From an optimization exercise on the open Yosys and OpenROAD flow, aimed at small area and a short achievable clock period; shortcuts taken in it are not production practice.
At most, simulation tests tie the RTL to the original design; equivalence was not proved.

==> module JTAG_Interface, before the edit <==
module JTAG_Interface(
	iCLK,
	iRST,
	iTCK,
	iTDI,
	iIR_IN,
	iSTATE_CDR,
	iSTATE_SDR,
	iSTATE_UDR,
	iREAD_0,
	iREAD_1,
	iREAD_2,
	iREAD_3,
	iREAD_4,
	iREAD_5,
	iREAD_6,
	iREAD_7,
	iREAD_8,
	iREAD_9,
	iREAD_A,
	iREAD_B,
	iREAD_C,
	iREAD_D,
	iREAD_E,
	oTDO,
	oWRITE_0,
	oWRITE_1,
	oWRITE_2,
	oWRITE_3,
	oWRITE_4,
	oWRITE_5,
	oWRITE_6,
	oWRITE_7,
	oWRITE_8,
	oWRITE_9,
	oWRITE_A,
	oWRITE_B,
	oWRITE_C,
	oWRITE_D,
	oWRITE_E
);
input wire	iCLK;
input wire	iRST;
input wire	iTCK;
input wire	iTDI;
input wire	[8:0] iIR_IN;
input wire	iSTATE_CDR;
input wire	iSTATE_SDR;
input wire	iSTATE_UDR;
input wire	[31:0] iREAD_0;
input wire	[31:0] iREAD_1;
input wire	[31:0] iREAD_2;
input wire	[31:0] iREAD_3;
input wire	[31:0] iREAD_4;
input wire	[31:0] iREAD_5;
input wire	[31:0] iREAD_6;
input wire	[31:0] iREAD_7;
input wire	[31:0] iREAD_8;
input wire	[31:0] iREAD_9;
input wire	[31:0] iREAD_A;
input wire	[31:0] iREAD_B;
input wire	[31:0] iREAD_C;
input wire	[31:0] iREAD_D;
input wire	[31:0] iREAD_E;
output wire	oTDO;
output wire	[31:0] oWRITE_0;
output wire	[31:0] oWRITE_1;
output wire	[31:0] oWRITE_2;
output wire	[31:0] oWRITE_3;
output wire	[31:0] oWRITE_4;
output wire	[31:0] oWRITE_5;
output wire	[31:0] oWRITE_6;
output wire	[31:0] oWRITE_7;
output wire	[31:0] oWRITE_8;
output wire	[31:0] oWRITE_9;
output wire	[31:0] oWRITE_A;
output wire	[31:0] oWRITE_B;
output wire	[31:0] oWRITE_C;
output wire	[31:0] oWRITE_D;
output wire	[31:0] oWRITE_E;
reg t1, t2, t3, t4;
reg c1, s1, u1;
reg d1, d2;
reg ev, cap, shf, upd;
reg tdo;
reg [31:0] W;
reg [479:0] wr;
wire rise = t3 & ~t4;
always @(posedge iCLK) begin
	if (iRST) begin
		t1 <= 1'b0; t2 <= 1'b0; t3 <= 1'b0; t4 <= 1'b0;
		c1 <= 1'b0; s1 <= 1'b0; u1 <= 1'b0;
		d1 <= 1'b0; d2 <= 1'b0;
		ev <= 1'b0; cap <= 1'b0; shf <= 1'b0; upd <= 1'b0;
		tdo <= 1'b0;
	end else begin
		t1 <= iTCK; t2 <= t1; t3 <= t2; t4 <= t3;
		c1 <= iSTATE_CDR; s1 <= iSTATE_SDR; u1 <= iSTATE_UDR;
		d1 <= iTDI; d2 <= d1;
		ev  <= rise;
		cap <= rise & c1;
		shf <= rise & ~c1 & s1;
		upd <= rise & ~c1 & ~s1 & u1;
		if (ev) tdo <= W[0];
	end
end
assign oTDO = tdo;
wire [479:0] rd = {iREAD_E, iREAD_D, iREAD_C, iREAD_B, iREAD_A, iREAD_9, iREAD_8, iREAD_7, iREAD_6, iREAD_5, iREAD_4, iREAD_3, iREAD_2, iREAD_1, iREAD_0};
wire nrst = ~iRST;
wire hold = nrst & ~cap & ~shf;
wire shift = nrst & shf;
wire [31:0] Wsh = {d2, W[31:1]};
wire [14:0] rsel;
genvar n, b;
generate for (n = 0; n < 15; n = n + 1) begin : g_rsel
	assign rsel[n] = nrst & cap & (iIR_IN[3:0] == n);
end endgenerate
wire [31:0] Wd;
generate for (b = 0; b < 32; b = b + 1) begin : g_wd
	wire [14:0] rb;
	for (n = 0; n < 15; n = n + 1) begin : g_rb
		assign rb[n] = rd[32*n + b];
	end
	JTAG_ReadBit u_bit(.sel(rsel), .r(rb), .sh(shift), .wsh(Wsh[b]), .hold(hold), .w(W[b]), .d(Wd[b]));
end endgenerate
always @(posedge iCLK) W <= Wd;
genvar m;
generate for (m = 0; m < 15; m = m + 1) begin : g_wr
	wire sel = upd & (iIR_IN[7:4] == m);
	wire we = nrst & sel;
	wire keep = nrst & ~sel;
	wire [31:0] nxt;
	JTAG_WriteMux u_mux(.we(we), .keep(keep), .w(W), .q(wr[32*m +: 32]), .d(nxt));
	always @(posedge iCLK) wr[32*m +: 32] <= nxt;
end endgenerate
assign oWRITE_0 = wr[31:0];
assign oWRITE_1 = wr[63:32];
assign oWRITE_2 = wr[95:64];
assign oWRITE_3 = wr[127:96];
assign oWRITE_4 = wr[159:128];
assign oWRITE_5 = wr[191:160];
assign oWRITE_6 = wr[223:192];
assign oWRITE_7 = wr[255:224];
assign oWRITE_8 = wr[287:256];
assign oWRITE_9 = wr[319:288];
assign oWRITE_A = wr[351:320];
assign oWRITE_B = wr[383:352];
assign oWRITE_C = wr[415:384];
assign oWRITE_D = wr[447:416];
assign oWRITE_E = wr[479:448];
endmodule
clock: 5.0 ns
lec_check: 0
cap_margin: 20
core_area: 10 10 350 350
die_area: 0 0 360 360
setup_slack_margin: 2.8
slew_margin: 20
synth_hierarchical: 1
synth_minimum_keep_size: 0
standard.sh (not shown) runs the stock make flow with config.mk's settings and CLKGATE_MAP_FILE= SYNTH_SCRIPT=/design/flow/synth_recipe.tcl, a recipe that flattens the netlist after the stock synthesis.
==> flow/flow/run.sh <==
#!/bin/bash
# The standard ORFS layout, with the port buffers made of the smallest
# buffer (sky130_fd_sc_hd__buf_1; repair_design resizes them where needed)
# and the pins placed by flow/pins.tcl (each bit slice's pins together).
set -euo pipefail
here=$(cd "$(dirname "$0")" && pwd)
bash standard.sh "BUFFER_PORTS_ARGS=-buffer_cell sky130_fd_sc_hd__buf_1" \
  "PRE_IO_PLACEMENT_TCL=$here/pins.tcl" finish > standard_make.log 2>&1
==> flow/flow/pins.tcl <==
# Pin placement: each bit slice's fifteen write outputs and fifteen read
# inputs sit together on the die edge, slices in bit order around the die
# (bottom, right, top, left), control pins in the middle of the left edge.
# Die 360 x 360 um. Pins are two routing tracks apart.
set ::die 360.0
set ::hex {0 1 2 3 4 5 6 7 8 9 A B C D E}
proc put {name edge t} {
  set die $::die
  if {$edge eq "bottom" || $edge eq "top"} {
    set x [expr {0.23 + 0.46 * $t}]
    set y [expr {$edge eq "bottom" ? 0.24 : $die - 0.24}]
    place_pin -pin_name $name -layer met2 -location [list $x $y] -pin_size {0.14 0.48}
  } else {
    set y [expr {0.34 + 0.68 * $t}]
    set x [expr {$edge eq "left" ? 0.4 : $die - 0.4}]
    place_pin -pin_name $name -layer met3 -location [list $x $y] -pin_size {0.8 0.3}
  }
}
proc slice_pins {b} {
  set hex $::hex
  set l {}
  foreach h $hex { lappend l "oWRITE_${h}\[$b\]" }
  foreach h $hex { lappend l "iREAD_${h}\[$b\]" }
  return $l
}
proc put_slice {b edge t0 dir} {
  set j 0
  foreach n [slice_pins $b] {
    put $n $edge [expr {$t0 + $dir * 2 * $j}]
    incr j
  }
}
set b 0
# bottom: 10 slices, left to right, 32 um apart
for {set k 0} {$k < 10} {incr k} {
  put_slice $b bottom [expr {int((20 + 32 * $k) / 0.46)}] 1; incr b
}
# right: 6 slices, bottom to top, 52 um apart
for {set k 0} {$k < 6} {incr k} {
  put_slice $b right [expr {int((25 + 52 * $k) / 0.68)}] 1; incr b
}
# top: 10 slices, right to left
for {set k 0} {$k < 10} {incr k} {
  put_slice $b top [expr {int((340 - 32 * $k) / 0.46)}] -1; incr b
}
# left: 6 slices, top to bottom, around the control pins
foreach y1 {335 288 241 147 100 53} {
  put_slice $b left [expr {int($y1 / 0.68)}] -1; incr b
}
set ctrl {iTDI oTDO iTCK iSTATE_CDR iSTATE_SDR iSTATE_UDR iRST iCLK}
for {set i 0} {$i < 9} {incr i} { lappend ctrl "iIR_IN\[$i\]" }
set j 0
foreach n $ctrl {
  put $n left [expr {int(160 / 0.68) + 2 * $j}]
  incr j
}
Rerun with:
--- a/flow/design.v
+++ b/flow/design.v
@@ -6,10 +6,31 @@
 module JTAG_WriteMux(we, keep, w, q, d);
 	input  we, keep;
 	input  [31:0] w, q;
 	output [31:0] d;
 	assign d = ({32{we}} & w) | ({32{keep}} & q);
+endmodule
+module JTAG_Decode(a, en, y);
+	input  [3:0] a;
+	input  en;
+	output [14:0] y;
+	wire [3:0] lo, hi;
+	JTAG_Pre2 u_lo(.a(a[1:0]), .en(1'b1), .y(lo));
+	JTAG_Pre2 u_hi(.a(a[3:2]), .en(en), .y(hi));
+	genvar n;
+	generate for (n = 0; n < 15; n = n + 1) begin : g_y
+		assign y[n] = lo[n % 4] & hi[n / 4];
+	end endgenerate
+endmodule
+module JTAG_Pre2(a, en, y);
+	input  [1:0] a;
+	input  en;
+	output [3:0] y;
+	assign y[0] = en & ~a[1] & ~a[0];
+	assign y[1] = en & ~a[1] &  a[0];
+	assign y[2] = en &  a[1] & ~a[0];
+	assign y[3] = en &  a[1] &  a[0];
 endmodule
 module JTAG_ReadBit(sel, r, sh, wsh, hold, w, d);
 	input  [14:0] sel;
 	input  [14:0] r;
 	input  sh, wsh, hold, w;
@@ -135,27 +156,26 @@
 wire hold = nrst & ~cap & ~shf;
 wire shift = nrst & shf;
 wire [31:0] Wsh = {d2, W[31:1]};
 wire [14:0] rsel;
 genvar n, b;
-generate for (n = 0; n < 15; n = n + 1) begin : g_rsel
-	assign rsel[n] = nrst & cap & (iIR_IN[3:0] == n);
-end endgenerate
+JTAG_Decode u_rdec(.a(iIR_IN[3:0]), .en(nrst & cap), .y(rsel));
 wire [31:0] Wd;
 generate for (b = 0; b < 32; b = b + 1) begin : g_wd
 	wire [14:0] rb;
 	for (n = 0; n < 15; n = n + 1) begin : g_rb
 		assign rb[n] = rd[32*n + b];
 	end
 	JTAG_ReadBit u_bit(.sel(rsel), .r(rb), .sh(shift), .wsh(Wsh[b]), .hold(hold), .w(W[b]), .d(Wd[b]));
 end endgenerate
 always @(posedge iCLK) W <= Wd;
+wire [14:0] wsel;
+JTAG_Decode u_wdec(.a(iIR_IN[7:4]), .en(nrst & upd), .y(wsel));
 genvar m;
 generate for (m = 0; m < 15; m = m + 1) begin : g_wr
-	wire sel = upd & (iIR_IN[7:4] == m);
-	wire we = nrst & sel;
-	wire keep = nrst & ~sel;
+	wire we = wsel[m];
+	wire keep = ~(iRST | we);
 	wire [31:0] nxt;
 	JTAG_WriteMux u_mux(.we(we), .keep(keep), .w(W), .q(wr[32*m +: 32]), .d(nxt));
 	always @(posedge iCLK) wr[32*m +: 32] <= nxt;
 end endgenerate
 assign oWRITE_0 = wr[31:0];
The new run completed without violations. Flip-flop and latch count is unchanged. Routed wire length rose by 24%. Worst hold slack gains 0.0090 ns. Via count went up by 5.2%. Non-clock buffer count came out higher by 33. Synthesized area hardly moves.
Function not checked in the second run of this note: the RTL went through the layout flow alone.

-- what the ideal ports hide --
The flow's constraints put no driver on any port. The routed layouts listed below were extracted and timed again, unchanged, in two steps. Step 1: set_driving_cell puts a clkbuf_16 on iCLK and a buf_2 on each other input, an assumption about the parent block. Step 2 also shifts input and output timing later by t, the mid clock arrival at the registers, as if the neighbouring blocks saw the same clock. Slacks: no drivers / after step 1 / after step 2; pairs: no drivers / after step 1.
run	t, ns	setup slack, ns	worst setup path at the end	worst register clock-pin slew, ns	worst slew at a driven data input, ns
the first run	0.687	2.716 / 2.740 / 2.053	input to register	0.07 / 0.07	0.06
the second run	0.706	2.593 / 2.597 / 1.892	input to register	0.07 / 0.07	0.05
After both steps setup and hold are still met in every run listed. The setup slack of the second run, which loses most, moves by +0.004 ns with the drivers and by -0.701 ns with both steps.
